This is an optimization exercise on Yosys and OpenROAD, whose aim is small area, not a production implementation. No run shown here included a check of the RTL's function; only the layout flow was run.

**design/flow/config.mk**
```make
export PLATFORM = sky130hd
export DESIGN_NAME = LCD_driver
export DESIGN_NICKNAME = LCD_driver
export VERILOG_FILES = /design/flow/design.v
export SDC_FILE = /design/flow/constraint.sdc
export NUM_CORES = 4
export LEC_CHECK = 0
export ABC_AREA = 1
export CAP_MARGIN = 20
export CORE_MARGIN = 2
export CORE_UTILIZATION = 60
export CTS_BUF_LIST = sky130_fd_sc_hd__clkbuf_4
export PLACE_DENSITY = 0.7
export SETUP_SLACK_MARGIN = -1.0
export SLEW_MARGIN = 20
```
**design/flow/constraint.sdc**
```tcl
create_clock -name core_clock -period 30.0 [get_ports {system_clk}]
set_input_delay 6.0000 -clock core_clock [delete_from_list [all_inputs] [get_ports {system_clk}]]
set_output_delay 6.0000 -clock core_clock [all_outputs]
set_load 0.01 [all_outputs]
```
**design/flow/design.v**
```verilog
module LCD_driver(
    input system_clk, rst, run,
    input [31:0] score,
    output LCD_RW, LCD_EN, LCD_RS, LCD_RST,
    output [7:0] LCD_DATA
);
    localparam S0 = 3'd2, S1 = 3'd4, S1J = 3'd0, S2A = 3'd6, S2B = 3'd3, S3 = 3'd7, S4 = 3'd5;
    reg [2:0] st;
    reg [5:0] cnt;
    reg [3:0] dreg;   
    wire [3:0] dig;
    wire [3:0] k = ~cnt[3:0];   
    LCD_conv conv(.x(score), .k(k), .d(dig));
    wire fresh = (~cnt[0] & ~cnt[1] & ~cnt[2] & ~cnt[3] & ~cnt[4] & ~cnt[5]);
    assign LCD_RS  = ~fresh;
    assign LCD_RW  = fresh;
    assign LCD_EN  = fresh | (st == S2A) | (st == S2B) | (st == S3);
    assign LCD_RST = (fresh & (st == S0)) | (st == S1J);
    wire welcome = (~cnt[5]);
    wire page_end = (~cnt[0] & ~cnt[1] & ~cnt[2] & ~cnt[3] & cnt[5]);
    wire go4 = (run & welcome) | page_end;
    always @(posedge system_clk) begin
        if (st == S1) dreg <= dig;
        if (rst) begin
            st <= S0;
            cnt <= 6'd0;
        end else begin
            case (st)
                S0:  st <= go4 ? S4 : S1;
                S1:  begin st <= S2A; cnt <= cnt + 6'd1; end
                S1J: begin st <= S2A; cnt <= 6'd33; end
                S2A: st <= S2B;
                S2B: st <= S3;
                S3:  st <= S0;
                S4:  st <= run ? S1J : S4;
                default: st <= 3'bxxx;
            endcase
        end
    end
    wire show_digit = (cnt[3] & cnt[5]) | (cnt[4] & cnt[5]) | (cnt[0] & cnt[1] & cnt[2] & cnt[5]);
    wire [6:0] tbl;
    assign tbl[0] = (cnt[3] & ~cnt[4]) | (~cnt[2] & cnt[5]) | (cnt[1] & cnt[3]) | (~cnt[0] & ~cnt[1] & cnt[4]) | (cnt[0] & ~cnt[1] & cnt[2]) | (~cnt[0] & cnt[1] & cnt[2] & ~cnt[5]) | (cnt[0] & cnt[2] & ~cnt[4]) | (~cnt[0] & cnt[1] & ~cnt[2] & ~cnt[4]) | (cnt[0] & cnt[1] & ~cnt[2] & cnt[4]);
    assign tbl[1] = (cnt[3] & ~cnt[4]) | (cnt[2] & cnt[4]) | (~cnt[0] & cnt[5]) | (cnt[0] & cnt[3]) | (~cnt[2] & cnt[5]) | (cnt[0] & cnt[2] & ~cnt[5]) | (~cnt[0] & ~cnt[3] & cnt[4]);
    assign tbl[2] = (cnt[3] & ~cnt[4]) | (cnt[0] & cnt[3]) | (cnt[0] & cnt[2] & ~cnt[4]) | (cnt[0] & cnt[1] & ~cnt[2]) | (~cnt[1] & cnt[3]) | (~cnt[0] & cnt[1] & cnt[2] & cnt[4]) | (~cnt[1] & cnt[2] & ~cnt[4] & ~cnt[5]) | (~cnt[0] & ~cnt[1] & ~cnt[2] & cnt[5]) | (cnt[1] & ~cnt[2] & ~cnt[4] & ~cnt[5]) | (~cnt[0] & ~cnt[1] & ~cnt[2] & cnt[4]);
    assign tbl[3] = (cnt[3] & ~cnt[4]) | (cnt[0] & cnt[3]) | (cnt[0] & ~cnt[4] & ~cnt[5]) | (cnt[2] & cnt[3]) | (cnt[1] & cnt[2] & cnt[5]) | (cnt[0] & cnt[1] & cnt[5]) | (~cnt[1] & cnt[2] & ~cnt[4] & ~cnt[5]) | (~cnt[0] & ~cnt[1] & ~cnt[2] & cnt[5]) | (~cnt[0] & cnt[1] & cnt[2] & cnt[4]) | (~cnt[0] & ~cnt[1] & ~cnt[2] & ~cnt[3] & cnt[4]);
    assign tbl[4] = (cnt[3] & ~cnt[4]) | (cnt[2] & cnt[4]) | (~cnt[1] & ~cnt[3] & cnt[4]) | (~cnt[0] & ~cnt[1] & cnt[5]) | (cnt[0] & cnt[1] & cnt[2]) | (~cnt[0] & ~cnt[1] & cnt[4]) | (cnt[1] & cnt[2] & cnt[5]) | (~cnt[0] & ~cnt[3] & cnt[4]) | (~cnt[1] & ~cnt[2] & cnt[5]) | (cnt[0] & cnt[1] & cnt[3]);
    assign tbl[5] = (cnt[0] & ~cnt[1] & ~cnt[2] & ~cnt[3]);
    assign tbl[6] = (~cnt[1] & cnt[2]) | (cnt[0] & cnt[1]) | (cnt[3] & ~cnt[4]) | (cnt[1] & ~cnt[2] & ~cnt[3]) | (~cnt[1] & cnt[3]) | (cnt[2] & cnt[4]) | (~cnt[0] & ~cnt[2] & cnt[5]) | (~cnt[0] & ~cnt[1] & cnt[4]);
    assign LCD_DATA = show_digit ? {4'h3, dreg} : {1'b0, tbl};
endmodule
module LCD_conv(input [31:0] x, input [3:0] k, output reg [3:0] d);
  wire [31:0] y0;
  wire [28:0] y1;
  wire [25:0] y2;
  wire [22:0] y3;
  wire [18:0] y4;
  wire [15:0] y5;
  wire [12:0] y6;
  wire [8:0] y7;
  wire [5:0] y8;
  wire [2:0] y9;
  assign y0 = x;
  wire [2:0] s_0_30;
  LCD_e5 e0(.b(y0[31:30]), .s(s_0_30));
  wire [2:0] s_0_29; wire q_0_29;
  LCD_m5 c1(.s(s_0_30), .y(y0[29]), .q(q_0_29), .o(s_0_29));
  wire [2:0] s_0_28; wire q_0_28;
  LCD_m5 c2(.s(s_0_29), .y(y0[28]), .q(q_0_28), .o(s_0_28));
  wire [2:0] s_0_27; wire q_0_27;
  LCD_m5 c3(.s(s_0_28), .y(y0[27]), .q(q_0_27), .o(s_0_27));
  wire [2:0] s_0_26; wire q_0_26;
  LCD_m5 c4(.s(s_0_27), .y(y0[26]), .q(q_0_26), .o(s_0_26));
  wire [2:0] s_0_25; wire q_0_25;
  LCD_m5 c5(.s(s_0_26), .y(y0[25]), .q(q_0_25), .o(s_0_25));
  wire [2:0] s_0_24; wire q_0_24;
  LCD_m5 c6(.s(s_0_25), .y(y0[24]), .q(q_0_24), .o(s_0_24));
  wire [2:0] s_0_23; wire q_0_23;
  LCD_m5 c7(.s(s_0_24), .y(y0[23]), .q(q_0_23), .o(s_0_23));
  wire [2:0] s_0_22; wire q_0_22;
  LCD_m5 c8(.s(s_0_23), .y(y0[22]), .q(q_0_22), .o(s_0_22));
  wire [2:0] s_0_21; wire q_0_21;
  LCD_m5 c9(.s(s_0_22), .y(y0[21]), .q(q_0_21), .o(s_0_21));
  wire [2:0] s_0_20; wire q_0_20;
  LCD_m5 c10(.s(s_0_21), .y(y0[20]), .q(q_0_20), .o(s_0_20));
  wire [2:0] s_0_19; wire q_0_19;
  LCD_m5 c11(.s(s_0_20), .y(y0[19]), .q(q_0_19), .o(s_0_19));
  wire [2:0] s_0_18; wire q_0_18;
  LCD_m5 c12(.s(s_0_19), .y(y0[18]), .q(q_0_18), .o(s_0_18));
  wire [2:0] s_0_17; wire q_0_17;
  LCD_m5 c13(.s(s_0_18), .y(y0[17]), .q(q_0_17), .o(s_0_17));
  wire [2:0] s_0_16; wire q_0_16;
  LCD_m5 c14(.s(s_0_17), .y(y0[16]), .q(q_0_16), .o(s_0_16));
  wire [2:0] s_0_15; wire q_0_15;
  LCD_m5 c15(.s(s_0_16), .y(y0[15]), .q(q_0_15), .o(s_0_15));
  wire [2:0] s_0_14; wire q_0_14;
  LCD_m5 c16(.s(s_0_15), .y(y0[14]), .q(q_0_14), .o(s_0_14));
  wire [2:0] s_0_13; wire q_0_13;
  LCD_m5 c17(.s(s_0_14), .y(y0[13]), .q(q_0_13), .o(s_0_13));
  wire [2:0] s_0_12; wire q_0_12;
  LCD_m5 c18(.s(s_0_13), .y(y0[12]), .q(q_0_12), .o(s_0_12));
  wire [2:0] s_0_11; wire q_0_11;
  LCD_m5 c19(.s(s_0_12), .y(y0[11]), .q(q_0_11), .o(s_0_11));
  wire [2:0] s_0_10; wire q_0_10;
  LCD_m5 c20(.s(s_0_11), .y(y0[10]), .q(q_0_10), .o(s_0_10));
  wire [2:0] s_0_9; wire q_0_9;
  LCD_m5 c21(.s(s_0_10), .y(y0[9]), .q(q_0_9), .o(s_0_9));
  wire [2:0] s_0_8; wire q_0_8;
  LCD_m5 c22(.s(s_0_9), .y(y0[8]), .q(q_0_8), .o(s_0_8));
  wire [2:0] s_0_7; wire q_0_7;
  LCD_m5 c23(.s(s_0_8), .y(y0[7]), .q(q_0_7), .o(s_0_7));
  wire [2:0] s_0_6; wire q_0_6;
  LCD_m5 c24(.s(s_0_7), .y(y0[6]), .q(q_0_6), .o(s_0_6));
  wire [2:0] s_0_5; wire q_0_5;
  LCD_m5 c25(.s(s_0_6), .y(y0[5]), .q(q_0_5), .o(s_0_5));
  wire [2:0] s_0_4; wire q_0_4;
  LCD_m5 c26(.s(s_0_5), .y(y0[4]), .q(q_0_4), .o(s_0_4));
  wire [2:0] s_0_3; wire q_0_3;
  LCD_m5 c27(.s(s_0_4), .y(y0[3]), .q(q_0_3), .o(s_0_3));
  wire [2:0] s_0_2; wire q_0_2;
  LCD_m5 c28(.s(s_0_3), .y(y0[2]), .q(q_0_2), .o(s_0_2));
  wire [2:0] s_0_1; wire q_0_1;
  LCD_m5 c29(.s(s_0_2), .y(y0[1]), .q(q_0_1), .o(s_0_1));
  assign y1[0] = q_0_1;
  assign y1[1] = q_0_2;
  assign y1[2] = q_0_3;
  assign y1[3] = q_0_4;
  assign y1[4] = q_0_5;
  assign y1[5] = q_0_6;
  assign y1[6] = q_0_7;
  assign y1[7] = q_0_8;
  assign y1[8] = q_0_9;
  assign y1[9] = q_0_10;
  assign y1[10] = q_0_11;
  assign y1[11] = q_0_12;
  assign y1[12] = q_0_13;
  assign y1[13] = q_0_14;
  assign y1[14] = q_0_15;
  assign y1[15] = q_0_16;
  assign y1[16] = q_0_17;
  assign y1[17] = q_0_18;
  assign y1[18] = q_0_19;
  assign y1[19] = q_0_20;
  assign y1[20] = q_0_21;
  assign y1[21] = q_0_22;
  assign y1[22] = q_0_23;
  assign y1[23] = q_0_24;
  assign y1[24] = q_0_25;
  assign y1[25] = q_0_26;
  assign y1[26] = q_0_27;
  assign y1[27] = q_0_28;
  assign y1[28] = q_0_29;
  wire [2:0] f0 = s_0_1;
  wire [2:0] s_1_27;
  LCD_e5 e1(.b(y1[28:27]), .s(s_1_27));
  wire [2:0] s_1_26; wire q_1_26;
  LCD_m5 c30(.s(s_1_27), .y(y1[26]), .q(q_1_26), .o(s_1_26));
  wire [2:0] s_1_25; wire q_1_25;
  LCD_m5 c31(.s(s_1_26), .y(y1[25]), .q(q_1_25), .o(s_1_25));
  wire [2:0] s_1_24; wire q_1_24;
  LCD_m5 c32(.s(s_1_25), .y(y1[24]), .q(q_1_24), .o(s_1_24));
  wire [2:0] s_1_23; wire q_1_23;
  LCD_m5 c33(.s(s_1_24), .y(y1[23]), .q(q_1_23), .o(s_1_23));
  wire [2:0] s_1_22; wire q_1_22;
  LCD_m5 c34(.s(s_1_23), .y(y1[22]), .q(q_1_22), .o(s_1_22));
  wire [2:0] s_1_21; wire q_1_21;
  LCD_m5 c35(.s(s_1_22), .y(y1[21]), .q(q_1_21), .o(s_1_21));
  wire [2:0] s_1_20; wire q_1_20;
  LCD_m5 c36(.s(s_1_21), .y(y1[20]), .q(q_1_20), .o(s_1_20));
  wire [2:0] s_1_19; wire q_1_19;
  LCD_m5 c37(.s(s_1_20), .y(y1[19]), .q(q_1_19), .o(s_1_19));
  wire [2:0] s_1_18; wire q_1_18;
  LCD_m5 c38(.s(s_1_19), .y(y1[18]), .q(q_1_18), .o(s_1_18));
  wire [2:0] s_1_17; wire q_1_17;
  LCD_m5 c39(.s(s_1_18), .y(y1[17]), .q(q_1_17), .o(s_1_17));
  wire [2:0] s_1_16; wire q_1_16;
  LCD_m5 c40(.s(s_1_17), .y(y1[16]), .q(q_1_16), .o(s_1_16));
  wire [2:0] s_1_15; wire q_1_15;
  LCD_m5 c41(.s(s_1_16), .y(y1[15]), .q(q_1_15), .o(s_1_15));
  wire [2:0] s_1_14; wire q_1_14;
  LCD_m5 c42(.s(s_1_15), .y(y1[14]), .q(q_1_14), .o(s_1_14));
  wire [2:0] s_1_13; wire q_1_13;
  LCD_m5 c43(.s(s_1_14), .y(y1[13]), .q(q_1_13), .o(s_1_13));
  wire [2:0] s_1_12; wire q_1_12;
  LCD_m5 c44(.s(s_1_13), .y(y1[12]), .q(q_1_12), .o(s_1_12));
  wire [2:0] s_1_11; wire q_1_11;
  LCD_m5 c45(.s(s_1_12), .y(y1[11]), .q(q_1_11), .o(s_1_11));
  wire [2:0] s_1_10; wire q_1_10;
  LCD_m5 c46(.s(s_1_11), .y(y1[10]), .q(q_1_10), .o(s_1_10));
  wire [2:0] s_1_9; wire q_1_9;
  LCD_m5 c47(.s(s_1_10), .y(y1[9]), .q(q_1_9), .o(s_1_9));
  wire [2:0] s_1_8; wire q_1_8;
  LCD_m5 c48(.s(s_1_9), .y(y1[8]), .q(q_1_8), .o(s_1_8));
  wire [2:0] s_1_7; wire q_1_7;
  LCD_m5 c49(.s(s_1_8), .y(y1[7]), .q(q_1_7), .o(s_1_7));
  wire [2:0] s_1_6; wire q_1_6;
  LCD_m5 c50(.s(s_1_7), .y(y1[6]), .q(q_1_6), .o(s_1_6));
  wire [2:0] s_1_5; wire q_1_5;
  LCD_m5 c51(.s(s_1_6), .y(y1[5]), .q(q_1_5), .o(s_1_5));
  wire [2:0] s_1_4; wire q_1_4;
  LCD_m5 c52(.s(s_1_5), .y(y1[4]), .q(q_1_4), .o(s_1_4));
  wire [2:0] s_1_3; wire q_1_3;
  LCD_m5 c53(.s(s_1_4), .y(y1[3]), .q(q_1_3), .o(s_1_3));
  wire [2:0] s_1_2; wire q_1_2;
  LCD_m5 c54(.s(s_1_3), .y(y1[2]), .q(q_1_2), .o(s_1_2));
  wire [2:0] s_1_1; wire q_1_1;
  LCD_m5 c55(.s(s_1_2), .y(y1[1]), .q(q_1_1), .o(s_1_1));
  assign y2[0] = q_1_1;
  assign y2[1] = q_1_2;
  assign y2[2] = q_1_3;
  assign y2[3] = q_1_4;
  assign y2[4] = q_1_5;
  assign y2[5] = q_1_6;
  assign y2[6] = q_1_7;
  assign y2[7] = q_1_8;
  assign y2[8] = q_1_9;
  assign y2[9] = q_1_10;
  assign y2[10] = q_1_11;
  assign y2[11] = q_1_12;
  assign y2[12] = q_1_13;
  assign y2[13] = q_1_14;
  assign y2[14] = q_1_15;
  assign y2[15] = q_1_16;
  assign y2[16] = q_1_17;
  assign y2[17] = q_1_18;
  assign y2[18] = q_1_19;
  assign y2[19] = q_1_20;
  assign y2[20] = q_1_21;
  assign y2[21] = q_1_22;
  assign y2[22] = q_1_23;
  assign y2[23] = q_1_24;
  assign y2[24] = q_1_25;
  assign y2[25] = q_1_26;
  wire [2:0] f1 = s_1_1;
  wire [2:0] s_2_24;
  LCD_e5 e2(.b(y2[25:24]), .s(s_2_24));
  wire [2:0] s_2_23; wire q_2_23;
  LCD_m5 c56(.s(s_2_24), .y(y2[23]), .q(q_2_23), .o(s_2_23));
  wire [2:0] s_2_22; wire q_2_22;
  LCD_m5 c57(.s(s_2_23), .y(y2[22]), .q(q_2_22), .o(s_2_22));
  wire [2:0] s_2_21; wire q_2_21;
  LCD_m5 c58(.s(s_2_22), .y(y2[21]), .q(q_2_21), .o(s_2_21));
  wire [2:0] s_2_20; wire q_2_20;
  LCD_m5 c59(.s(s_2_21), .y(y2[20]), .q(q_2_20), .o(s_2_20));
  wire [2:0] s_2_19; wire q_2_19;
  LCD_m5 c60(.s(s_2_20), .y(y2[19]), .q(q_2_19), .o(s_2_19));
  wire [2:0] s_2_18; wire q_2_18;
  LCD_m5 c61(.s(s_2_19), .y(y2[18]), .q(q_2_18), .o(s_2_18));
  wire [2:0] s_2_17; wire q_2_17;
  LCD_m5 c62(.s(s_2_18), .y(y2[17]), .q(q_2_17), .o(s_2_17));
  wire [2:0] s_2_16; wire q_2_16;
  LCD_m5 c63(.s(s_2_17), .y(y2[16]), .q(q_2_16), .o(s_2_16));
  wire [2:0] s_2_15; wire q_2_15;
  LCD_m5 c64(.s(s_2_16), .y(y2[15]), .q(q_2_15), .o(s_2_15));
  wire [2:0] s_2_14; wire q_2_14;
  LCD_m5 c65(.s(s_2_15), .y(y2[14]), .q(q_2_14), .o(s_2_14));
  wire [2:0] s_2_13; wire q_2_13;
  LCD_m5 c66(.s(s_2_14), .y(y2[13]), .q(q_2_13), .o(s_2_13));
  wire [2:0] s_2_12; wire q_2_12;
  LCD_m5 c67(.s(s_2_13), .y(y2[12]), .q(q_2_12), .o(s_2_12));
  wire [2:0] s_2_11; wire q_2_11;
  LCD_m5 c68(.s(s_2_12), .y(y2[11]), .q(q_2_11), .o(s_2_11));
  wire [2:0] s_2_10; wire q_2_10;
  LCD_m5 c69(.s(s_2_11), .y(y2[10]), .q(q_2_10), .o(s_2_10));
  wire [2:0] s_2_9; wire q_2_9;
  LCD_m5 c70(.s(s_2_10), .y(y2[9]), .q(q_2_9), .o(s_2_9));
  wire [2:0] s_2_8; wire q_2_8;
  LCD_m5 c71(.s(s_2_9), .y(y2[8]), .q(q_2_8), .o(s_2_8));
  wire [2:0] s_2_7; wire q_2_7;
  LCD_m5 c72(.s(s_2_8), .y(y2[7]), .q(q_2_7), .o(s_2_7));
  wire [2:0] s_2_6; wire q_2_6;
  LCD_m5 c73(.s(s_2_7), .y(y2[6]), .q(q_2_6), .o(s_2_6));
  wire [2:0] s_2_5; wire q_2_5;
  LCD_m5 c74(.s(s_2_6), .y(y2[5]), .q(q_2_5), .o(s_2_5));
  wire [2:0] s_2_4; wire q_2_4;
  LCD_m5 c75(.s(s_2_5), .y(y2[4]), .q(q_2_4), .o(s_2_4));
  wire [2:0] s_2_3; wire q_2_3;
  LCD_m5 c76(.s(s_2_4), .y(y2[3]), .q(q_2_3), .o(s_2_3));
  wire [2:0] s_2_2; wire q_2_2;
  LCD_m5 c77(.s(s_2_3), .y(y2[2]), .q(q_2_2), .o(s_2_2));
  wire [2:0] s_2_1; wire q_2_1;
  LCD_m5 c78(.s(s_2_2), .y(y2[1]), .q(q_2_1), .o(s_2_1));
  assign y3[0] = q_2_1;
  assign y3[1] = q_2_2;
  assign y3[2] = q_2_3;
  assign y3[3] = q_2_4;
  assign y3[4] = q_2_5;
  assign y3[5] = q_2_6;
  assign y3[6] = q_2_7;
  assign y3[7] = q_2_8;
  assign y3[8] = q_2_9;
  assign y3[9] = q_2_10;
  assign y3[10] = q_2_11;
  assign y3[11] = q_2_12;
  assign y3[12] = q_2_13;
  assign y3[13] = q_2_14;
  assign y3[14] = q_2_15;
  assign y3[15] = q_2_16;
  assign y3[16] = q_2_17;
  assign y3[17] = q_2_18;
  assign y3[18] = q_2_19;
  assign y3[19] = q_2_20;
  assign y3[20] = q_2_21;
  assign y3[21] = q_2_22;
  assign y3[22] = q_2_23;
  wire [2:0] f2 = s_2_1;
  wire [2:0] s_3_21;
  LCD_e5 e3(.b(y3[22:21]), .s(s_3_21));
  wire [2:0] s_3_20; wire q_3_20;
  LCD_m5 c79(.s(s_3_21), .y(y3[20]), .q(q_3_20), .o(s_3_20));
  wire [2:0] s_3_19; wire q_3_19;
  LCD_m5 c80(.s(s_3_20), .y(y3[19]), .q(q_3_19), .o(s_3_19));
  wire [2:0] s_3_18; wire q_3_18;
  LCD_m5 c81(.s(s_3_19), .y(y3[18]), .q(q_3_18), .o(s_3_18));
  wire [2:0] s_3_17; wire q_3_17;
  LCD_m5 c82(.s(s_3_18), .y(y3[17]), .q(q_3_17), .o(s_3_17));
  wire [2:0] s_3_16; wire q_3_16;
  LCD_m5 c83(.s(s_3_17), .y(y3[16]), .q(q_3_16), .o(s_3_16));
  wire [2:0] s_3_15; wire q_3_15;
  LCD_m5 c84(.s(s_3_16), .y(y3[15]), .q(q_3_15), .o(s_3_15));
  wire [2:0] s_3_14; wire q_3_14;
  LCD_m5 c85(.s(s_3_15), .y(y3[14]), .q(q_3_14), .o(s_3_14));
  wire [2:0] s_3_13; wire q_3_13;
  LCD_m5 c86(.s(s_3_14), .y(y3[13]), .q(q_3_13), .o(s_3_13));
  wire [2:0] s_3_12; wire q_3_12;
  LCD_m5 c87(.s(s_3_13), .y(y3[12]), .q(q_3_12), .o(s_3_12));
  wire [2:0] s_3_11; wire q_3_11;
  LCD_m5 c88(.s(s_3_12), .y(y3[11]), .q(q_3_11), .o(s_3_11));
  wire [2:0] s_3_10; wire q_3_10;
  LCD_m5 c89(.s(s_3_11), .y(y3[10]), .q(q_3_10), .o(s_3_10));
  wire [2:0] s_3_9; wire q_3_9;
  LCD_m5 c90(.s(s_3_10), .y(y3[9]), .q(q_3_9), .o(s_3_9));
  wire [2:0] s_3_8; wire q_3_8;
  LCD_m5 c91(.s(s_3_9), .y(y3[8]), .q(q_3_8), .o(s_3_8));
  wire [2:0] s_3_7; wire q_3_7;
  LCD_m5 c92(.s(s_3_8), .y(y3[7]), .q(q_3_7), .o(s_3_7));
  wire [2:0] s_3_6; wire q_3_6;
  LCD_m5 c93(.s(s_3_7), .y(y3[6]), .q(q_3_6), .o(s_3_6));
  wire [2:0] s_3_5; wire q_3_5;
  LCD_m5 c94(.s(s_3_6), .y(y3[5]), .q(q_3_5), .o(s_3_5));
  wire [2:0] s_3_4; wire q_3_4;
  LCD_m5 c95(.s(s_3_5), .y(y3[4]), .q(q_3_4), .o(s_3_4));
  wire [2:0] s_3_3; wire q_3_3;
  LCD_m5 c96(.s(s_3_4), .y(y3[3]), .q(q_3_3), .o(s_3_3));
  wire [2:0] s_3_2; wire q_3_2;
  LCD_m5 c97(.s(s_3_3), .y(y3[2]), .q(q_3_2), .o(s_3_2));
  wire [2:0] s_3_1; wire q_3_1;
  LCD_m5 c98(.s(s_3_2), .y(y3[1]), .q(q_3_1), .o(s_3_1));
  assign y4[0] = q_3_1;
  assign y4[1] = q_3_2;
  assign y4[2] = q_3_3;
  assign y4[3] = q_3_4;
  assign y4[4] = q_3_5;
  assign y4[5] = q_3_6;
  assign y4[6] = q_3_7;
  assign y4[7] = q_3_8;
  assign y4[8] = q_3_9;
  assign y4[9] = q_3_10;
  assign y4[10] = q_3_11;
  assign y4[11] = q_3_12;
  assign y4[12] = q_3_13;
  assign y4[13] = q_3_14;
  assign y4[14] = q_3_15;
  assign y4[15] = q_3_16;
  assign y4[16] = q_3_17;
  assign y4[17] = q_3_18;
  assign y4[18] = q_3_19;
  wire [2:0] f3 = s_3_1;
  wire [2:0] s_4_17;
  LCD_e5 e4(.b(y4[18:17]), .s(s_4_17));
  wire [2:0] s_4_16; wire q_4_16;
  LCD_m5 c99(.s(s_4_17), .y(y4[16]), .q(q_4_16), .o(s_4_16));
  wire [2:0] s_4_15; wire q_4_15;
  LCD_m5 c100(.s(s_4_16), .y(y4[15]), .q(q_4_15), .o(s_4_15));
  wire [2:0] s_4_14; wire q_4_14;
  LCD_m5 c101(.s(s_4_15), .y(y4[14]), .q(q_4_14), .o(s_4_14));
  wire [2:0] s_4_13; wire q_4_13;
  LCD_m5 c102(.s(s_4_14), .y(y4[13]), .q(q_4_13), .o(s_4_13));
  wire [2:0] s_4_12; wire q_4_12;
  LCD_m5 c103(.s(s_4_13), .y(y4[12]), .q(q_4_12), .o(s_4_12));
  wire [2:0] s_4_11; wire q_4_11;
  LCD_m5 c104(.s(s_4_12), .y(y4[11]), .q(q_4_11), .o(s_4_11));
  wire [2:0] s_4_10; wire q_4_10;
  LCD_m5 c105(.s(s_4_11), .y(y4[10]), .q(q_4_10), .o(s_4_10));
  wire [2:0] s_4_9; wire q_4_9;
  LCD_m5 c106(.s(s_4_10), .y(y4[9]), .q(q_4_9), .o(s_4_9));
  wire [2:0] s_4_8; wire q_4_8;
  LCD_m5 c107(.s(s_4_9), .y(y4[8]), .q(q_4_8), .o(s_4_8));
  wire [2:0] s_4_7; wire q_4_7;
  LCD_m5 c108(.s(s_4_8), .y(y4[7]), .q(q_4_7), .o(s_4_7));
  wire [2:0] s_4_6; wire q_4_6;
  LCD_m5 c109(.s(s_4_7), .y(y4[6]), .q(q_4_6), .o(s_4_6));
  wire [2:0] s_4_5; wire q_4_5;
  LCD_m5 c110(.s(s_4_6), .y(y4[5]), .q(q_4_5), .o(s_4_5));
  wire [2:0] s_4_4; wire q_4_4;
  LCD_m5 c111(.s(s_4_5), .y(y4[4]), .q(q_4_4), .o(s_4_4));
  wire [2:0] s_4_3; wire q_4_3;
  LCD_m5 c112(.s(s_4_4), .y(y4[3]), .q(q_4_3), .o(s_4_3));
  wire [2:0] s_4_2; wire q_4_2;
  LCD_m5 c113(.s(s_4_3), .y(y4[2]), .q(q_4_2), .o(s_4_2));
  wire [2:0] s_4_1; wire q_4_1;
  LCD_m5 c114(.s(s_4_2), .y(y4[1]), .q(q_4_1), .o(s_4_1));
  assign y5[0] = q_4_1;
  assign y5[1] = q_4_2;
  assign y5[2] = q_4_3;
  assign y5[3] = q_4_4;
  assign y5[4] = q_4_5;
  assign y5[5] = q_4_6;
  assign y5[6] = q_4_7;
  assign y5[7] = q_4_8;
  assign y5[8] = q_4_9;
  assign y5[9] = q_4_10;
  assign y5[10] = q_4_11;
  assign y5[11] = q_4_12;
  assign y5[12] = q_4_13;
  assign y5[13] = q_4_14;
  assign y5[14] = q_4_15;
  assign y5[15] = q_4_16;
  wire [2:0] f4 = s_4_1;
  wire [2:0] s_5_14;
  LCD_e5 e5(.b(y5[15:14]), .s(s_5_14));
  wire [2:0] s_5_13; wire q_5_13;
  LCD_m5 c115(.s(s_5_14), .y(y5[13]), .q(q_5_13), .o(s_5_13));
  wire [2:0] s_5_12; wire q_5_12;
  LCD_m5 c116(.s(s_5_13), .y(y5[12]), .q(q_5_12), .o(s_5_12));
  wire [2:0] s_5_11; wire q_5_11;
  LCD_m5 c117(.s(s_5_12), .y(y5[11]), .q(q_5_11), .o(s_5_11));
  wire [2:0] s_5_10; wire q_5_10;
  LCD_m5 c118(.s(s_5_11), .y(y5[10]), .q(q_5_10), .o(s_5_10));
  wire [2:0] s_5_9; wire q_5_9;
  LCD_m5 c119(.s(s_5_10), .y(y5[9]), .q(q_5_9), .o(s_5_9));
  wire [2:0] s_5_8; wire q_5_8;
  LCD_m5 c120(.s(s_5_9), .y(y5[8]), .q(q_5_8), .o(s_5_8));
  wire [2:0] s_5_7; wire q_5_7;
  LCD_m5 c121(.s(s_5_8), .y(y5[7]), .q(q_5_7), .o(s_5_7));
  wire [2:0] s_5_6; wire q_5_6;
  LCD_m5 c122(.s(s_5_7), .y(y5[6]), .q(q_5_6), .o(s_5_6));
  wire [2:0] s_5_5; wire q_5_5;
  LCD_m5 c123(.s(s_5_6), .y(y5[5]), .q(q_5_5), .o(s_5_5));
  wire [2:0] s_5_4; wire q_5_4;
  LCD_m5 c124(.s(s_5_5), .y(y5[4]), .q(q_5_4), .o(s_5_4));
  wire [2:0] s_5_3; wire q_5_3;
  LCD_m5 c125(.s(s_5_4), .y(y5[3]), .q(q_5_3), .o(s_5_3));
  wire [2:0] s_5_2; wire q_5_2;
  LCD_m5 c126(.s(s_5_3), .y(y5[2]), .q(q_5_2), .o(s_5_2));
  wire [2:0] s_5_1; wire q_5_1;
  LCD_m5 c127(.s(s_5_2), .y(y5[1]), .q(q_5_1), .o(s_5_1));
  assign y6[0] = q_5_1;
  assign y6[1] = q_5_2;
  assign y6[2] = q_5_3;
  assign y6[3] = q_5_4;
  assign y6[4] = q_5_5;
  assign y6[5] = q_5_6;
  assign y6[6] = q_5_7;
  assign y6[7] = q_5_8;
  assign y6[8] = q_5_9;
  assign y6[9] = q_5_10;
  assign y6[10] = q_5_11;
  assign y6[11] = q_5_12;
  assign y6[12] = q_5_13;
  wire [2:0] f5 = s_5_1;
  wire [2:0] s_6_11;
  LCD_e5 e6(.b(y6[12:11]), .s(s_6_11));
  wire [2:0] s_6_10; wire q_6_10;
  LCD_m5 c128(.s(s_6_11), .y(y6[10]), .q(q_6_10), .o(s_6_10));
  wire [2:0] s_6_9; wire q_6_9;
  LCD_m5 c129(.s(s_6_10), .y(y6[9]), .q(q_6_9), .o(s_6_9));
  wire [2:0] s_6_8; wire q_6_8;
  LCD_m5 c130(.s(s_6_9), .y(y6[8]), .q(q_6_8), .o(s_6_8));
  wire [2:0] s_6_7; wire q_6_7;
  LCD_m5 c131(.s(s_6_8), .y(y6[7]), .q(q_6_7), .o(s_6_7));
  wire [2:0] s_6_6; wire q_6_6;
  LCD_m5 c132(.s(s_6_7), .y(y6[6]), .q(q_6_6), .o(s_6_6));
  wire [2:0] s_6_5; wire q_6_5;
  LCD_m5 c133(.s(s_6_6), .y(y6[5]), .q(q_6_5), .o(s_6_5));
  wire [2:0] s_6_4; wire q_6_4;
  LCD_m5 c134(.s(s_6_5), .y(y6[4]), .q(q_6_4), .o(s_6_4));
  wire [2:0] s_6_3; wire q_6_3;
  LCD_m5 c135(.s(s_6_4), .y(y6[3]), .q(q_6_3), .o(s_6_3));
  wire [2:0] s_6_2; wire q_6_2;
  LCD_m5 c136(.s(s_6_3), .y(y6[2]), .q(q_6_2), .o(s_6_2));
  wire [2:0] s_6_1; wire q_6_1;
  LCD_m5 c137(.s(s_6_2), .y(y6[1]), .q(q_6_1), .o(s_6_1));
  assign y7[0] = q_6_1;
  assign y7[1] = q_6_2;
  assign y7[2] = q_6_3;
  assign y7[3] = q_6_4;
  assign y7[4] = q_6_5;
  assign y7[5] = q_6_6;
  assign y7[6] = q_6_7;
  assign y7[7] = q_6_8;
  assign y7[8] = q_6_9;
  wire [2:0] f6 = s_6_1;
  wire [2:0] s_7_7;
  LCD_e5 e7(.b(y7[8:7]), .s(s_7_7));
  wire [2:0] s_7_6; wire q_7_6;
  LCD_m5 c138(.s(s_7_7), .y(y7[6]), .q(q_7_6), .o(s_7_6));
  wire [2:0] s_7_5; wire q_7_5;
  LCD_m5 c139(.s(s_7_6), .y(y7[5]), .q(q_7_5), .o(s_7_5));
  wire [2:0] s_7_4; wire q_7_4;
  LCD_m5 c140(.s(s_7_5), .y(y7[4]), .q(q_7_4), .o(s_7_4));
  wire [2:0] s_7_3; wire q_7_3;
  LCD_m5 c141(.s(s_7_4), .y(y7[3]), .q(q_7_3), .o(s_7_3));
  wire [2:0] s_7_2; wire q_7_2;
  LCD_m5 c142(.s(s_7_3), .y(y7[2]), .q(q_7_2), .o(s_7_2));
  wire [2:0] s_7_1; wire q_7_1;
  LCD_m5 c143(.s(s_7_2), .y(y7[1]), .q(q_7_1), .o(s_7_1));
  assign y8[0] = q_7_1;
  assign y8[1] = q_7_2;
  assign y8[2] = q_7_3;
  assign y8[3] = q_7_4;
  assign y8[4] = q_7_5;
  assign y8[5] = q_7_6;
  wire [2:0] f7 = s_7_1;
  wire [2:0] s_8_4;
  LCD_e5 e8(.b(y8[5:4]), .s(s_8_4));
  wire [2:0] s_8_3; wire q_8_3;
  LCD_m5 c144(.s(s_8_4), .y(y8[3]), .q(q_8_3), .o(s_8_3));
  wire [2:0] s_8_2; wire q_8_2;
  LCD_m5 c145(.s(s_8_3), .y(y8[2]), .q(q_8_2), .o(s_8_2));
  wire [2:0] s_8_1; wire q_8_1;
  LCD_m5 c146(.s(s_8_2), .y(y8[1]), .q(q_8_1), .o(s_8_1));
  assign y9[0] = q_8_1;
  assign y9[1] = q_8_2;
  assign y9[2] = q_8_3;
  wire [2:0] f8 = s_8_1;
  reg [2:0] fs; reg fb;
  always @* begin
    case (k)
      4'd0: begin fs = f0; fb = y0[0]; end
      4'd1: begin fs = f1; fb = y1[0]; end
      4'd2: begin fs = f2; fb = y2[0]; end
      4'd3: begin fs = f3; fb = y3[0]; end
      4'd4: begin fs = f4; fb = y4[0]; end
      4'd5: begin fs = f5; fb = y5[0]; end
      4'd6: begin fs = f6; fb = y6[0]; end
      4'd7: begin fs = f7; fb = y7[0]; end
      4'd8: begin fs = f8; fb = y8[0]; end
      default: begin fs = {1'b0, y9[2:1]}; fb = y9[0]; end
    endcase
  end
  wire [2:0] fr;
  LCD_d5 dd(.c(fs), .r(fr));
  always @* d = (k == 4'd9) ? y9 : {fr, fb};
endmodule
module LCD_m5(input [2:0] s, input y, output q, output [2:0] o);
  assign q = (s[2]) | (y & s[1]);
  assign o[0] = (~y & s[2]) | (y & ~s[1] & ~s[2]);
  assign o[1] = (~y & s[0] & ~s[2]) | (y & s[0] & s[2]);
  assign o[2] = (~s[0] & s[2]) | (~y & s[1]) | (y & s[0] & ~s[2]);
endmodule
module LCD_e5(input [1:0] b, output [2:0] s);
  assign s[0] = (b[0]);
  assign s[1] = (~b[0] & b[1]);
  assign s[2] = (b[0] & b[1]);
endmodule
module LCD_d5(input [2:0] c, output [2:0] r);
  assign r[0] = (c[0]);
  assign r[1] = (c[1]) | (c[0] & c[2]);
  assign r[2] = (~c[0] & c[2]);
endmodule
```
**design/flow/flow/run.sh**
```bash
#!/bin/bash
set -euo pipefail
W=$(pwd)
cat > "$W/area_synth.tcl" <<EOT
proc abc {args} {
  set i [lsearch -exact \$args -script]
  if {\$i >= 0} { lset args [expr {\$i + 1}] {$W/flow/area.abc} }
  yosys abc {*}\$args
}
source {$W/synth_recipe.tcl}
EOT
bash standard.sh SYNTH_SCRIPT="$W/area_synth.tcl" "BUFFER_PORTS_ARGS=-buffer_cell sky130_fd_sc_hd__buf_1" finish > "$W/standard_flow.log" 2>&1
```
**design/flow/flow/area.abc**
```
strash
balance -l
resub -K 6 -l
rewrite -l
resub -K 6 -N 2 -l
refactor -l
resub -K 8 -l
balance -l
resub -K 8 -N 2 -l
rewrite -l
resub -K 10 -l
rewrite -z -l
resub -K 10 -N 2 -l
balance -l
resub -K 12 -l
refactor -z -l
resub -K 12 -N 2 -l
rewrite -z -l
balance -l
balance -l
resub -K 6 -l
rewrite -l
resub -K 6 -N 2 -l
refactor -l
resub -K 8 -l
balance -l
resub -K 8 -N 2 -l
rewrite -l
resub -K 10 -l
rewrite -z -l
resub -K 10 -N 2 -l
balance -l
resub -K 12 -l
refactor -z -l
resub -K 12 -N 2 -l
rewrite -z -l
balance -l
dch -f
amap
topo
```
**design/flow/standard.sh**
```bash
#!/bin/bash
# synth_recipe.tcl (not shown) runs the flow's synth.tcl, then flattens the netlist and writes it again
# the make line also repeats each setting of config.mk as NAME=value (left out here)
make -C /OpenROAD-flow-scripts/flow DESIGN_CONFIG=/design/flow/config.mk WORK_HOME=/design/flow/orfs CLKGATE_MAP_FILE= SYNTH_SCRIPT=/design/flow/synth_recipe.tcl "${@:-finish}"
```
==> run_results.csv, run 1 <==
group,metric,value,unit
status,status,"complete, no violations",
sta,slew_viol_final,0,
placed_design,gp_congestion,0.992,
final_layout,fillers,1090,
grt,grt_overflow,0,
floorplanning,die_h,108,µm
final_layout,nets,1362,
logic_synthesis,synth.most_common_cell,"nor2_1",
logic_synthesis,ys_types,47,
sta,hold_violations,0,
flow_run,maxCapViolCount,0,
logic_synthesis,async_flop_share,0,%
logic_synthesis,synth_top_area_share,15.6,%
final_layout,diodes,0,
floorplanning,die_w,108,µm
logic_synthesis,synth-edff-count,4,
logic_synthesis,synthFlopType,"dfxtp_1",
final_layout,design_area,7090,µm²
logic_synthesis,syn_area,6490,µm²
sta,layout_min_cycle_time,28.29,ns
logic_synthesis,synth_area_leaders,"nor2_1 (16%), o21ai_0 (14%), clkinv_1 (14%)",
logic_synthesis,synthTopCellsByCount,"nor2_1 (270), clkinv_1 (235), o21ai_0 (187)",
logic_synthesis,synth-seq-area-share,4.62,%
worst_setup_path,cpPeakStageDelay,0.46,ns
floorplanning,rows,37,
placed_design,hpwl,13.0,mm
clock_tree,clkSlewWorstSetupHoldPaths,0.09,ns
detailed_routing,wirelength,16.0,mm
placed_design,dp_cells,1442,
final_layout,instances_no_fill,1456,
grt,first_global_vias,6835,
clock_tree,cts_max_level,1,
clock_tree,cts-root-buf,"clkbuf_4",
worst_setup_path,worst_setup_path_end_kind,"flip-flop",
worst_setup_path,arrival,28.33,ns
worst_setup_path,cp_max_fo,7,
floorplanning,pin_count,47,
floorplanning,start_util,62.3,%
placed_design,io_buffers,45,
worst_hold_path,min_path_type,"flip-flop to flip-flop",
sta,setup_viol,0,
detailed_routing,ant_nets,0,
grt,grt_usage,26.0,%
logic_synthesis,syn_area_per_cell,5.15,µm²
clock_tree,cts_tree,"built",
clock_tree,cts_hold_buf,0,
floorplanning,core_area,10400,µm²
grt,grt_pass1_wl,27.0,mm
worst_setup_path,critical_path_class,"input pin to flip-flop",
sta,setup_ws,1.71,ns
detailed_routing,first_iter_violations,492,
logic_synthesis,syn-num-nets,1303,
placed_design,place_ws,0.224,ns
logic_synthesis,yosysTopAreaCell,"nor2_1",
detailed_routing,drt_first_pass_iters,5,
sta,period_share,94.3,%
clock_tree,cts_made_buffers,3,
clock_tree,clock_sinks,13,
floorplanning,dieArea,11700,µm²
grt,grt_start_max_net_pins,14,
final_layout,area_growth,9.11,%
detailed_routing,vias_per_cell,5.80,
sta,relSlewSlack,48.9,%
logic_synthesis,ys_seq_elements,13,
detailed_routing,num_vias,8450,
sta,final.setup_skew,0.0104,ns
sta,max_freq,0.0353,GHz
placed_design,placed_cell_area,6830,µm²
grt,antenna_found_initial,0,
worst_setup_path,required,30.04,ns
worst_setup_path,crit_top_cell,"nor2_1",
worst_setup_path,cp-start-kind,"input pin",
logic_synthesis,yosysWarnings,2,
clock_tree,cts_buffer_depth,2,
logic_synthesis,syn_inst,1262,
detailed_routing,wl_per_cell,11.0,µm
clock_tree,insertion_delay,0.29,ns
worst_setup_path,crit_slowest_cell,"o32ai_1",
sta,worstMarginPinSlew,0.759,ns
final_layout,drive_gt1_share,3.33,%
detailed_routing,drc,0,
cells by family (layout without fill, tap and decap cells):
| kind of cell | after synthesis | in the layout | synth area share, % |
|---|---|---|---|
| buffers and inverters | 236 | 294 | 13.7 |
| adder cells (fa/ha/maj) | 6 | 6 | 1.16 |
| flip-flops | 13 | 13 | 4.62 |
| other | 1 | 1 | 0.0577 |
| AO/OA/AOI/OAI | 514 | 514 | 48.8 |
| AND/OR/NAND/NOR | 492 | 492 | 31.7 |
layer usage:
| metal | GRT usage (%) | share of wire [%] | routed length (µm) |
|---|---|---|---|
| met2 | 44.0 | 43 | 6950 |
| met5 | 0 | 0 | 0 |
| met3 | 1.15 | 3.4 | 539 |
| met4 | 2.84 | 0.75 | 121 |
| met1 | 37.6 | 53 | 8420 |
layout make-up:
type	count	area, µm²	share of cell area, %
multi-input combinational	1013	5460	77.0
sequential	13	300	4.24
tap	136	170	2.40
clock buffer	4	30.0	0.424
inverter	235	882	12.4
timing repair buffer	55	244	3.44
stage by stage:
stage / hold WS [ns] / utilization (%) / setup TNS (ns)
finish: 0.511 / 68.0 / 0
detailed placement: 0.497 / 65.5 / 0
global route: 0.552 / 68.0 / -4.93
global placement: 0.489 / 65.5 / 0
floorplan: 0.456 / - / 0
CTS: 0.520 / 65.8 / 0
what timing repair did:
item,4_1_cts,5_1_grt
setup endpoints to repair,0,4
setup buffers,0,10
gates resized for setup,0,44
worst paths after layout:
path              startpoint      end  slack (ns)  cells past startpoint
setup / recovery   score[30]  dreg[2]        1.71                    123
hold reg to reg        st[2]    st[2]        0.51                      1
hold / removal         st[2]    st[2]        0.51                      1
setup reg to reg      cnt[3]  dreg[2]       26.91                      9
worst max-delay path, delay by kind of cell:
family	cells	cell delay, ns
compound gates	61	14.52
buf+inv	23	3.02
simple gates	39	4.80
cells in the final DEF, fill, tap and decap left out, drive strengths merged, types with 5 or more instances in the layout:
| master | n |
|---|---|
| a211oi | 6 |
| a21boi | 6 |
| a21oi | 76 |
| a22oi | 8 |
| a31oi | 50 |
| buf | 55 |
| clkinv | 228 |
| dfxtp | 9 |
| ha | 6 |
| inv | 7 |
| nand2 | 116 |
| nand3 | 11 |
| nor2 | 270 |
| nor2b | 22 |
| nor3 | 35 |
| o211ai | 13 |
| o21a | 23 |
| o21ai | 187 |
| o21bai | 12 |
| o221ai | 16 |
| o22a | 5 |
| o22ai | 54 |
| o31ai | 17 |
| o32a | 7 |
| or2 | 14 |
| or3 | 12 |
sequential cells by signal (all words and copies together), names as in the netlist:
signal and cells:
cnt 6, dreg 4, st 3
==> run 2: changes to the inputs <==
--- a/design/flow/config.mk
+++ b/design/flow/config.mk
@@ -13,3 +13,3 @@
 export PLACE_DENSITY = 0.7
-export SETUP_SLACK_MARGIN = -1.0
+export SETUP_SLACK_MARGIN = -1.5
 export SLEW_MARGIN = 20
==> run_results.csv, run 2 <==
group,metric,value,unit
final_layout,regMostFlops,"cnt",
worst_setup_path,crit_slowest_cell,"o31ai_1",
final_layout,fin_util,67.6,%
placed_design,hpwl,13.0,mm
floorplanning,core_area,10400,µm²
logic_synthesis,synth_top_area_share,15.6,%
logic_synthesis,synth_area_leaders,"nor2_1 (16%), o21ai_0 (14%), clkinv_1 (14%)",
floorplanning,start_util,62.3,%
sta,setup_viol,0,
final_layout,drive_gt1_share,2.81,%
worst_setup_path,cp_max_fo,7,
floorplanning,pin_count,47,
clock_tree,cts_hold_buf,0,
final_layout,layout_common_cells,"nor2_1 (270), clkinv_1 (230), o21ai_0 (178), nand2_1 (116), a21oi_1 (73)",
placed_design,io_buffers,45,
logic_synthesis,async_flop_share,0,%
clock_tree,cts_max_level,1,
grt,grt_pass1_wl,27.0,mm
logic_synthesis,synthTopCellsByCount,"nor2_1 (270), clkinv_1 (235), o21ai_0 (187)",
worst_setup_path,cp-start-kind,"input pin",
grt,grt_usage,26.0,%
logic_synthesis,yosysTopAreaCell,"nor2_1",
logic_synthesis,syn-num-nets,1303,
final_layout,multi_input_area,5430,µm²
final_layout,diodes,0,
logic_synthesis,synth-seq-area-share,4.62,%
clock_tree,cts_tree,"built",
detailed_routing,ant_nets,0,
status,status,"complete, no violations",
worst_hold_path,hold_depth,1,
final_layout,nets,1360,
logic_synthesis,synth.most_common_cell,"nor2_1",
sta,slew_viol_final,0,
worst_setup_path,arrival,28.72,ns
worst_hold_path,min_path_type,"flip-flop to flip-flop",
logic_synthesis,ys_types,47,
sta,hold_violations,0,
clock_tree,cts-root-buf,"clkbuf_4",
grt,grt_overflow,0,
clock_tree,clkSlewWorstSetupHoldPaths,0.08,ns
sta,layout_min_cycle_time,28.68,ns
placed_design,gp_congestion,0.992,
final_layout,largest_reg_flops,6,
sta,holdWs,0.511,ns
flow_run,maxCapViolCount,0,
detailed_routing,vias_per_cell,5.81,
floorplanning,dieArea,11700,µm²
detailed_routing,first_iter_violations,548,
worst_setup_path,critPathTopFamily,"compound AO/OA/AOI/OAI gates",
floorplanning,die_h,108,µm
sta,relSlewSlack,48.3,%
final_layout,fillers,1094,
detailed_routing,drc,0,
logic_synthesis,syn_area,6490,µm²
logic_synthesis,syn_inst,1262,
detailed_routing,wl_per_cell,11.0,µm
detailed_routing,wirelength,16.0,mm
final_layout,area_growth,8.42,%
worst_setup_path,cpPeakStageDelay,0.48,ns
grt,antenna_found_initial,0,
logic_synthesis,yosysWarnings,2,
detailed_routing,num_vias,8454,
final_layout,layout_commonest_cell,"nor2_1",
worst_setup_path,critical_path_class,"input pin to flip-flop",
clock_tree,insertion_delay,0.29,ns
worst_setup_path,crit_top_cell,"nor2_1",
clock_tree,cts_buffer_depth,2,
sta,max_freq,0.0349,GHz
sta,final.setup_skew,0.00858,ns
sta,worstMarginPinSlew,0.767,ns
worst_setup_path,reg2reg_depth,9,
sta,period_share,95.6,%
detailed_routing,drt_first_pass_iters,5,
grt,first_global_vias,6835,
worst_setup_path,worst_setup_path_end_kind,"flip-flop",
logic_synthesis,synthFlopType,"dfxtp_1",
worst_setup_path,required,30.04,ns
worst_setup_path,path_depth,120,
final_layout,seqCellArea,300,µm²
grt,grt_start_max_net_pins,14,
clock_tree,clock_sinks,13,
logic_synthesis,syn_area_per_cell,5.15,µm²
floorplanning,rows,37,
clock_tree,cts_made_buffers,3,
final_layout,reg_top3,"cnt x6, dreg x4, st x3",
worst_setup_path,crit_buf_inv,21,
logic_synthesis,ys_seq_elements,13,
floorplanning,die_w,108,µm
logic_synthesis,synth-edff-count,4,
-- run 2: cell counts after synthesis --
Identical to the previous run, type by type.
-- run 2: per-stage QoR --
stage | TNS (ns) | cell area, µm² | worst slack (ns) | std cells
6_report | 0 | 7040 | 1.32 | 1454
3_5_place_dp | 0 | 6830 | 0.224 | 1442
2_1_floorplan | 0 | 6490 | 3.68 | 1262
5_1_grt | -6.61 | 7040 | -1.82 | 1454
4_1_cts | 0 | 6860 | 0.382 | 1446
3_3_place_gp | 0 | 6830 | 0.579 | 1442
-- run 2: final cells by class --
cell class | count | share of cell area [%]
clock buffer | 4 | 0.427
timing repair buffer | 53 | 3.25
multi-input combinational | 1013 | 77.1
tap | 136 | 2.42
sequential | 13 | 4.27
inverter | 235 | 12.5
-- run 2: worst paths after layout --
| check | from | end | slack [ns] |
|---|---|---|---|
| setup / recovery | score[30] | dreg[2] | 1.32 |
| hold reg to reg | st[2] | st[2] | 0.51 |
| hold / removal | st[2] | st[2] | 0.51 |
| setup reg to reg | cnt[3] | dreg[2] | 26.92 |
-- run 2: what timing repair did --
action	in CTS	in global routing
resized for setup	0	35
hold endpoints to repair	0	0
endpoints found under the setup margin	0	4
setup buffers	0	8
-- run 2: logic make-up after synthesis --
family,share of synthesized area [%]
buf+inv,13.7
compound gates,48.8
simple gates,31.7
other cells,0.0577
flops,4.62
fa+ha+maj,1.16
-- run 2: metal layers --
metal  track usage [%]  part of all wire [%]  vias up
met5                 0                     0        -
met4              2.84                  0.68        0
met3              1.15                   3.5       13
met2              44.0                    43      165
met1              37.6                    53     3616
li1                  -                     -     4660
==> run 3: changes to the inputs <==
--- a/design/flow/design.v
+++ b/design/flow/design.v
@@ -546,8 +546,8 @@
   assign q = (s[2]) | (y & s[1]);
-  assign o[0] = (~y & s[2]) | (y & ~s[1] & ~s[2]);
-  assign o[1] = (~y & s[0] & ~s[2]) | (y & s[0] & s[2]);
-  assign o[2] = (~s[0] & s[2]) | (~y & s[1]) | (y & s[0] & ~s[2]);
+  assign o[0] = (~s[1] & s[2]) | (y & ~s[0] & ~s[1]) | (~y & s[0] & ~s[1]);
+  assign o[1] = (~y & s[0]) | (y & s[2]);
+  assign o[2] = (~y & s[1]) | (s[1] & s[2]) | (y & s[0] & ~s[1]);
 endmodule
 module LCD_e5(input [1:0] b, output [2:0] s);
-  assign s[0] = (b[0]);
+  assign s[0] = (~b[0] & b[1]) | (b[0] & ~b[1]);
   assign s[1] = (~b[0] & b[1]);
@@ -556,5 +556,5 @@
 module LCD_d5(input [2:0] c, output [2:0] r);
-  assign r[0] = (c[0]);
-  assign r[1] = (c[1]) | (c[0] & c[2]);
-  assign r[2] = (~c[0] & c[2]);
+  assign r[0] = (~c[1] & c[2]) | (c[0] & ~c[1]);
+  assign r[1] = (~c[1] & c[2]) | (c[0] & c[1]);
+  assign r[2] = (c[1] & c[2]);
 endmodule
--- a/design/flow/config.mk
+++ b/design/flow/config.mk
@@ -13,3 +13,2 @@
 export PLACE_DENSITY = 0.7
-export SETUP_SLACK_MARGIN = -1.5
 export SLEW_MARGIN = 20
==> run_results.csv, run 3 <==
group,metric,value,unit
status,status,"complete, no violations",
clock_tree,cts-resized-gates,0,
detailed_routing,first_iter_violations,356,
final_layout,fillers,1198,
logic_synthesis,syn_area,6890,µm²
sta,worstMarginPinSlew,0.588,ns
logic_synthesis,synth_top_area_share,20.0,%
logic_synthesis,synth.most_common_cell,"nor2_1",
sta,setup_viol,0,
clock_tree,clock_sinks,13,
sta,setup_tns,0,ns
logic_synthesis,syn_area_per_cell,5.18,µm²
worst_setup_path,cp-start-kind,"input pin",
placed_design,hpwl,13.0,mm
final_layout,area_growth,5.48,%
clock_tree,clkSlewWorstSetupHoldPaths,0.09,ns
placed_design,gp_congestion,0.948,
clock_tree,cts_tree,"built",
grt,antenna_found_initial,0,
worst_setup_path,cp_max_fo,5,
final_layout,drive_gt1_share,0.363,%
floorplanning,rows,39,
logic_synthesis,synth-edff-count,4,
sta,setup_ws,10.93,ns
final_layout,fin_util,64.2,%
final_layout,nets,1439,
sta,relSlewSlack,60.7,%
detailed_routing,wl_per_cell,9.91,µm
floorplanning,die_w,111,µm
grt,grt_usage,23.8,%
sta,holdWs,0.505,ns
final_layout,regMostFlops,"cnt",
detailed_routing,drc,0,
final_layout,instances_no_fill,1522,
sta,slew_viol_final,0,
logic_synthesis,yosysWarnings,2,
floorplanning,start_util,60.9,%
detailed_routing,vias_per_cell,5.75,
sta,final.setup_skew,0.00552,ns
logic_synthesis,synth-seq-area-share,4.36,%
sta,period_share,63.6,%
worst_setup_path,cpPeakStageDelay,0.34,ns
clock_tree,cts_hold_buf,0,
logic_synthesis,synthTopCellsByCount,"nor2_1 (368), o21ai_0 (251), nor3_1 (142)",
detailed_routing,num_vias,8744,
floorplanning,pin_count,47,
clock_tree,cts-root-buf,"clkbuf_4",
logic_synthesis,synthFlopType,"dfxtp_1",
clock_tree,cts_buffer_depth,2,
final_layout,reg_top3,"cnt x6, dreg x4, st x3",
clock_tree,cts_made_buffers,3,
final_layout,layout_commonest_cell,"nor2_1",
clock_tree,cts_setup_buffers,0,
clock_tree,cts_max_level,1,
final_layout,layout_common_cells,"nor2_1 (368), o21ai_0 (251), nor3_1 (142), nand2_1 (136), o21a_1 (118)",
placed_design,place_ws,10.75,ns
sta,rsz0062_at_grt,"false",
sta,layout_min_cycle_time,19.07,ns
logic_synthesis,ys_seq_elements,13,
grt,first_global_vias,7393,
logic_synthesis,syn-num-nets,1389,
logic_synthesis,yosysTopAreaCell,"nor2_1",
worst_setup_path,arrival,19.12,ns
worst_setup_path,worst_setup_path_end_kind,"flip-flop",
logic_synthesis,syn_inst,1330,
worst_setup_path,crit_top_cell,"nor2_1",
placed_design,placed_cell_area,7240,µm²
worst_setup_path,critical_path_class,"input pin to flip-flop",
worst_setup_path,required,30.05,ns
floorplanning,die_h,111,µm
flow_run,maxCapViolCount,0,
grt,grt_overflow,0,
detailed_routing,ant_nets,0,
sta,hold_violations,0,
worst_setup_path,crit_slowest_cell,"nor4_1",
logic_synthesis,synth_area_leaders,"nor2_1 (20%), o21ai_0 (18%), o21a_1 (13%)",
final_layout,diodes,0,
worst_hold_path,min_path_type,"flip-flop to flip-flop",
grt,grt_start_max_net_pins,18,
final_layout,design_area,7270,µm²
detailed_routing,wirelength,15.1,mm
floorplanning,core_area,11300,µm²
sta,max_freq,0.0524,GHz
clock_tree,insertion_delay,0.29,ns
floorplanning,dieArea,12400,µm²
detailed_routing,drt_first_pass_iters,5,
placed_design,dp_cells,1518,
logic_synthesis,async_flop_share,0,%
final_layout,largest_reg_flops,6,
placed_design,io_buffers,45,
grt,grt_pass1_wl,27.4,mm
logic_synthesis,ys_types,44,
## run 3: worst max-delay path: cells and delay by family
family / cells / cell delay, ns
adders and majority gates: 1 / 0.33
buffers and inverters: 3 / 0.34
AOI/OAI and AO/OA: 13 / 2.20
and+or+nand+nor: 53 / 10.24
## run 3: logic make-up (layout without fill, tap and decap cells)
kind of cell	count (synthesis)	after routing	synth area share, %
simple gates	699	699	42.5
compound gates	494	494	43.3
buf+inv	99	148	5.44
fa+ha+maj	24	24	4.36
flops	13	13	4.36
other cells	1	1	0.0544
## run 3: layout make-up
cell class              count  area, µm²  share of cell area [%]
flip-flops and latches     13        300                    4.13
repair buffers             46        176                    2.43
clock buffers               4       30.0                   0.413
well taps                 143        179                    2.46
multi-input cells        1218       6220                    85.5
inverters                  98        368                    5.06
## run 3: final timing paths
check                 start       to  slack [ns]  cells after the start
setup / recovery  score[30]  dreg[2]       10.93                     70
hold / removal        st[2]    st[2]        0.50                      1
setup reg to reg     cnt[2]  dreg[1]       26.74                     13
hold reg to reg       st[2]    st[2]        0.50                      1
## run 3: per-layer routing
| layer | routed length [µm] | vias to the layer above | GRT usage (%) |
|---|---|---|---|
| li1 | - | 4890 | - |
| met1 | 7510 | 3740 | 29.4 |
| met2 | 7120 | 100 | 46.2 |
| met3 | 365 | 14 | 1.53 |
| met4 | 95 | 0 | 2.72 |
| met5 | 0 | - | 0 |

==> re-timing with driven ports <==
In the flow no input, the clock included, has a driving cell. The finished layouts below were timed again as built, in two steps. Step 1 sets driving cells, clkbuf_16 on the clock port and buf_2 on the other inputs (assumed; they add their load-dependent delay and slew). Step 2 moves the port delays by t, midway between the first and last clock arrival at a register: inputs arrive t later, outputs are due t later. That takes back most of the time a late clock gives input paths. Slacks: no drivers / after step 1 / after step 2; pairs: no drivers / after step 1.
| run | t (ns) | slack for setup (ns) | latest minus earliest clock arrival (ns) | slew at the worst register clock pin (ns) |
|---|---|---|---|---|
| run 1 | 0.304 | 1.707 / 1.707 / 1.403 | 0.010 / 0.010 | 0.09 / 0.09 |
| run 2 | 0.304 | 1.320 / 1.320 / 1.016 | 0.009 / 0.008 | 0.08 / 0.08 |
| run 3 | 0.304 | 10.928 / 10.927 / 10.622 | 0.005 / 0.005 | 0.09 / 0.09 |
After both steps setup and hold are still met in every run listed. The setup slack of run 3, which loses most, moves by -0.001 ns with the drivers and by -0.306 ns with both steps.
